Background: an optimization exercise with open tools, aiming at small area. Do not read the settings as production practice.
In this exercise RTL edits were held to simulation tests only and were not proved equivalent to the original.
The clock port is modelled as an ideal driver, which makes a skipped or thinned clock tree look cheaper than it is; a real chip needs a root buffer or a tree.
Power and IR drop assume default switching activity.

## red
## calc_func_top
module calc_func_top(
    input clk,
    input rst,
    input [15:0] sw,
    input btnC,
    input btnU,
    input btnD,
    input btnR,
    input btnL,
    output [3:0] an,
    output [6:0] seg,
    output dp,
    output [15:0] led
    );
==> flow/config.mk <==
export PLATFORM = sky130hd
export DESIGN_NAME = calc_func_top
export DESIGN_NICKNAME = calc_func_top
export VERILOG_FILES = /design/flow/design.v
export SDC_FILE = /design/flow/constraint.sdc
export NUM_CORES = 4
export LEC_CHECK = 0
export CAP_MARGIN = 0
export CORE_MARGIN = 2
export CORE_UTILIZATION = 60
export GPL_TIMING_DRIVEN = 0
export SLEW_MARGIN = 0
==> flow/constraint.sdc <==
create_clock -name core_clock -period 35.0 [get_ports {clk}]
set_input_delay 7.0000 -clock core_clock [delete_from_list [all_inputs] [get_ports {clk}]]
set_output_delay 7.0000 -clock core_clock [all_outputs]
set_load 0.01 [all_outputs]
standard.sh (not shown) runs the stock make flow with config.mk's settings and CLKGATE_MAP_FILE= SYNTH_SCRIPT=/design/flow/synth_recipe.tcl, a recipe that flattens the netlist after the stock synthesis.
==> flow/flow/run.sh <==
#!/bin/bash
# Layout flow: the standard flow (standard.sh) with these changes.
#  - Synthesis: synth_recipe.tcl with Yosys's internal "abc -fast" skipped
#    (synth -noabc), so extract_fa sees the adder cells as the RTL writes
#    them, and the final abc run using an area-only mapping script (the
#    clock period leaves ample slack). Synthesis is run once with each of
#    flow/abc_*.script and the script giving the smallest cell area is used
#    for the layout. Register inference and flip-flop mapping are unchanged.
#  - Port buffers are buf_1 cells; synthesis buffers are removed at floorplan;
#    one tie cell per constant value.
#  - Clock tree: after clock_tree_synthesis, flow/clock_tree.tcl rebuilds it
#    as four clkbuf_16 buffers driven by the clock port, each driving a
#    quarter of the flip-flops grouped by location.
#  - The resizer's repairs may not use buffers larger than buf_4
#    (flow/dont_use_big.tcl).
# Each synthesis trial logs to synth_trial_N.log, the layout to
# standard_flow.log; ORFS also keeps its per-step logs under orfs/logs.
set -euo pipefail
export CLK_LEAVES=4 CLK_ROWS=2 CLK_LEAF_CELL=sky130_fd_sc_hd__clkbuf_16
work=$PWD
reports=$work/orfs/reports/$FLOW_PLATFORM/calc_func_top/base

make_synth_tcl() {
  {
    sed '1s/yosys synth -nofsm -noshare /yosys synth -nofsm -noshare -noabc /' synth_recipe.tcl | head -1
    cat <<TCL
proc abc {args} {
  set i [lsearch -exact \$args -script]
  if { \$i >= 0 } { lset args [expr {\$i + 1}] $1 }
  yosys abc {*}\$args
}
TCL
    tail -n +2 synth_recipe.tcl
  } > custom_synth.tcl
  grep -q -- '-noabc' custom_synth.tcl
}

best=""
best_area=""
for script in "$work"/flow/abc_*.script; do
  n=$(basename "$script" .script)
  make_synth_tcl "$script"
  bash standard.sh "SYNTH_SCRIPT=$work/custom_synth.tcl" synth > "synth_trial_${n#abc_}.log" 2>&1 || continue
  area=$(awk '/Chip area for/ {print $NF}' "$reports/synth_stat.txt" | tail -1)
  echo "$n $area" >> synth_trials.txt
  if [[ -z "$best" ]] || awk -v a="$area" -v b="$best_area" 'BEGIN { exit !(a < b) }'; then
    best=$script
    best_area=$area
  fi
  bash standard.sh clean_synth > /dev/null 2>&1
done
echo "chosen: $(basename "$best") $best_area" >> synth_trials.txt
make_synth_tcl "$best"

bash standard.sh "SYNTH_SCRIPT=$work/custom_synth.tcl" \
  "BUFFER_PORTS_ARGS=-buffer_cell sky130_fd_sc_hd__buf_1" REMOVE_ABC_BUFFERS=1 \
  SKIP_REPAIR_TIE_FANOUT=1 \
  "CTS_ARGS=-sink_clustering_enable -repair_clock_nets -dont_use_dummy_load -buf_list sky130_fd_sc_hd__clkbuf_4" \
  "POST_CTS_TCL=$work/flow/clock_tree.tcl" \
  "PRE_GLOBAL_PLACE_TCL=$work/flow/dont_use_big.tcl" "PRE_RESIZE_TCL=$work/flow/dont_use_big.tcl" \
  "PRE_REPAIR_TIMING_POST_PLACE_TCL=$work/flow/dont_use_big.tcl" "PRE_GLOBAL_ROUTE_TCL=$work/flow/dont_use_big.tcl" \
  finish > standard_flow.log 2>&1
==> flow/flow/abc_1.script <==
strash
dc2
dch -f
map -a
strash
dc2
dch -f
map -a
topo
dnsize -c
==> flow/flow/abc_2.script <==
strash
dc2
dc2
dch -f
amap
topo
dnsize -c
==> flow/flow/abc_3.script <==
strash
dc2
dch -f
map -a
strash
dch -f
map -a
topo
dnsize -c
==> flow/flow/abc_4.script <==
strash
dc2
dch -f
map -a
strash
dc2
dch -f
map -a
strash
dc2
dch -f
amap
topo
dnsize -c
==> flow/flow/abc_5.script <==
strash
dc2
dch -f
amap
topo
dnsize -c
==> flow/flow/clock_tree.tcl <==
# POST_CTS hook: replace the clock tree that clock_tree_synthesis built with
# a two-level tree: the clock port drives N leaf buffers, each driving one
# cluster of flip-flops (equal-sized clusters by placed location).
set nleaf [expr { [info exists ::env(CLK_LEAVES)] ? $::env(CLK_LEAVES) : 4 }]
set leaf_cell [expr { [info exists ::env(CLK_LEAF_CELL)] ? $::env(CLK_LEAF_CELL) : "sky130_fd_sc_hd__clkbuf_8" }]
set db [ord::get_db]
set block [ord::get_db_block]
set clk_net [$block findNet clk]

# Collect the clock sinks (register clock pins) behind the CTS buffers and
# remove those buffers and their nets.
proc collect_sinks { net } {
  set sinks {}
  foreach it [$net getITerms] {
    if { [$it isInputSignal] == 0 && [$it isOutputSignal] } { continue }
    set inst [$it getInst]
    set m [[$inst getMaster] getName]
    if { [string match "*clkbuf*" $m] && [[$it getMTerm] getName] eq "A" } {
      set onet [[$inst findITerm X] getNet]
      lappend ::to_delete_insts $inst
      lappend ::to_delete_nets $onet
      set sinks [concat $sinks [collect_sinks $onet]]
    } else {
      lappend sinks $it
    }
  }
  return $sinks
}
set ::to_delete_insts {}
set ::to_delete_nets {}
set sinks [collect_sinks $clk_net]
puts "clock_tree.tcl: [llength $sinks] sinks, [llength $::to_delete_insts] CTS buffers removed, $nleaf leaves of $leaf_cell"
foreach it $sinks { $it disconnect }
foreach inst $::to_delete_insts { odb::dbInst_destroy $inst }
foreach n $::to_delete_nets { if { $n ne "NULL" && $n ne "" } { odb::dbNet_destroy $n } }

# Sink locations (centre of each instance).
set pts {}
foreach it $sinks {
  set bb [[$it getInst] getBBox]
  lappend pts [list [expr { ([$bb xMin] + [$bb xMax]) / 2.0 }] [expr { ([$bb yMin] + [$bb yMax]) / 2.0 }]]
}
# Balanced clusters: split the sinks into CLK_ROWS bands by y, then each
# band into equal groups by x.
set nrows [expr { [info exists ::env(CLK_ROWS)] ? $::env(CLK_ROWS) : 2 }]
set ncols [expr { $nleaf / $nrows }]
set n [llength $pts]
set idx {}
for { set i 0 } { $i < $n } { incr i } { lappend idx [list $i {*}[lindex $pts $i]] }
set byy [lsort -real -index 2 $idx]
set assign [lrepeat $n 0]
set cent {}
set k 0
for { set r 0 } { $r < $nrows } { incr r } {
  set lo [expr { $r * $n / $nrows }]; set hi [expr { ($r + 1) * $n / $nrows }]
  set band [lsort -real -index 1 [lrange $byy $lo [expr { $hi - 1 }]]]
  set m [llength $band]
  for { set c 0 } { $c < $ncols } { incr c } {
    set glo [expr { $c * $m / $ncols }]; set ghi [expr { ($c + 1) * $m / $ncols }]
    set sx 0.0; set sy 0.0
    foreach e [lrange $band $glo [expr { $ghi - 1 }]] {
      lset assign [lindex $e 0] $k
      set sx [expr { $sx + [lindex $e 1] }]; set sy [expr { $sy + [lindex $e 2] }]
    }
    set cnt [expr { $ghi - $glo }]
    lappend cent [list [expr { $sx / $cnt }] [expr { $sy / $cnt }]]
    incr k
  }
}
set nleaf $k

set master [$db findMaster $leaf_cell]
for { set k 0 } { $k < $nleaf } { incr k } {
  set inst [odb::dbInst_create $block $master "clkbuf_leaf_$k"]
  set net [odb::dbNet_create $block "clknet_leaf_$k"]
  $net setSigType CLOCK
  [$inst findITerm A] connect $clk_net
  [$inst findITerm X] connect $net
  set c 0
  for { set i 0 } { $i < $n } { incr i } {
    if { [lindex $assign $i] == $k } { [lindex $sinks $i] connect $net; incr c }
  }
  lassign [lindex $cent $k] cx cy
  $inst setLocation [expr { int($cx) }] [expr { int($cy) }]
  $inst setPlacementStatus PLACED
  puts "clock_tree.tcl: leaf $k drives $c sinks"
}
detailed_placement
check_placement -verbose
estimate_parasitics -placement
report_clock_skew
report_check_types -max_slew -max_capacitance -violators
==> flow/flow/dont_use_big.tcl <==
# Keep the resizer's slew and fanout repairs to small buffers: at this clock
# period the large ones only add area.
set_dont_use [get_lib_cells {sky130_fd_sc_hd__buf_6 sky130_fd_sc_hd__buf_8 sky130_fd_sc_hd__buf_12 sky130_fd_sc_hd__buf_16 sky130_fd_sc_hd__clkbuf_8}]
red ended with every stage complete and zero timing, DRC or antenna violations.
## Diff of input files: blue against red
Settings: changing CORE_UTILIZATION from 60 to 80.
-- flow/flow/run.sh --
<<< red, line 11
#  - Clock tree: after clock_tree_synthesis, flow/clock_tree.tcl rebuilds it
#    as four clkbuf_16 buffers driven by the clock port, each driving a
#    quarter of the flip-flops grouped by location.
>>> blue, line 11
#  - Clock tree: after clock_tree_synthesis, flow/clock_tree.tcl rebuilds it
#    as four buf_12 buffers driven by the clock port, each driving a
#    quarter of the flip-flops grouped by location.
<<< red, line 18
set -euo pipefail
export CLK_LEAVES=4 CLK_ROWS=2 CLK_LEAF_CELL=sky130_fd_sc_hd__clkbuf_16
work=$PWD
>>> blue, line 18
set -euo pipefail
export CLK_LEAVES=4 CLK_ROWS=2 CLK_LEAF_CELL=sky130_fd_sc_hd__buf_12
work=$PWD
-- flow/flow/abc_1.script --
<<< red, line 7
dch -f
map -a
topo
>>> blue, line 7
dch -f
amap
topo
-- flow/flow/abc_2.script --
<<< red, line 2
dc2
dc2
>>> blue, line 2
dc2
dch -f
map -a
strash
dc2
dch -f
map -a
strash
dc2
==> flow/flow/abc_3.script <==
strash
dc2
dch -f
map -a
strash
dc2
dch -f
map -a
strash
dc2
dch -f
map -a
strash
dc2
dch -f
amap
topo
dnsize -c
==> flow/flow/abc_4.script <==
strash
dc2
dch -f
amap
topo
dnsize -c
==> flow/flow/abc_5.script <==
strash
dc2
dc2
dch -f
amap
topo
dnsize -c
==> flow/flow/abc_6.script (new file) <==
strash
dc2
dch -f
map -a
strash
dc2
dch -f
map -a
topo
dnsize -c
Notes after the runs:
In terms of share of the yosys chip area belonging to registers, red and blue differ only marginally.
The lower floorplan die area came out of blue.
Cell area after layout was higher in red than in blue.
blue gives more overall routing resource usage than red did.
In blue, maximum single-stage delay on the critical path is lower than in red.
Total wire length after detailed routing, blue and red: higher on blue
On clock share of power: between blue and red, it ends up higher for red.
Higher worst setup slack goes to red over blue.
Total power of blue is higher than that of red.
Higher count of placed standard cells in the final layout, fillers left out among blue and red: red
blue: PASS, flow complete, no timing, DRC or antenna violations
Inputs modified between blue and green:
Settings: CORE_UTILIZATION: 80 -> 60.
-- flow/flow/run.sh --
<<< blue, line 13
#    quarter of the flip-flops grouped by location.
#  - The resizer's repairs may not use buffers larger than buf_4
#    (flow/dont_use_big.tcl).
>>> green, line 13
#    quarter of the flip-flops grouped by location.
#  - The resizer's repairs may not use buffers larger than buf_2
#    (flow/dont_use_big.tcl).
==> flow/flow/dont_use_big.tcl <==
# Keep the resizer's slew and fanout repairs to small buffers: at this clock
# period the large ones only add area.
set_dont_use [get_lib_cells {sky130_fd_sc_hd__buf_4 sky130_fd_sc_hd__clkbuf_4 sky130_fd_sc_hd__bufbuf_8 sky130_fd_sc_hd__bufbuf_16 sky130_fd_sc_hd__clkbuf_16 sky130_fd_sc_hd__buf_6 sky130_fd_sc_hd__buf_8 sky130_fd_sc_hd__buf_12 sky130_fd_sc_hd__buf_16 sky130_fd_sc_hd__clkbuf_8}]
## What came out
green has more setup slack than blue.
Compared with blue, green shows a higher final standard cell area without fillers.
From blue to green the numbers moved as follows: layout cell share with drive strength beyond 1 rose by 0.53 points; sequential share of layout area went down; combinational-cell power consumption saw a decrease.
No run of this note takes its clock network from TritonCTS; it comes from the design's own scripts or RTL.

-- re-timing with driven ports --
Ports are ideal in the flow. The routed layouts listed here were re-timed in OpenROAD.
Step 1, drivers: a clkbuf_16 drives clk and a buf_2 each remaining input, both assumed.
Step 2, shift: input delay + t, output delay - t, t = (earliest + latest rising clock arrival at the registers) / 2. This alone moves slack from input paths to output paths.
a / b / c = no drivers / after step 1 / after step 2; a / b = the first two.
| run | shift t [ns] | setup WS [ns] | worst hold slack (ns) | cell pins on the clock port's net |
|---|---|---|---|---|
| red | 0.240 | 10.653 / 10.704 / 10.463 | 0.435 / 0.435 / 0.435 | 4 |
| blue | 0.226 | 10.376 / 10.436 / 10.210 | 0.437 / 0.437 / 0.437 | 4 |
| green | 0.224 | 10.541 / 10.602 / 10.378 | 0.435 / 0.435 / 0.435 | 4 |
After both steps setup and hold are still met in every run listed. For red, which loses most, drivers alone change the setup slack by +0.051 ns; drivers and shift together by -0.190 ns.
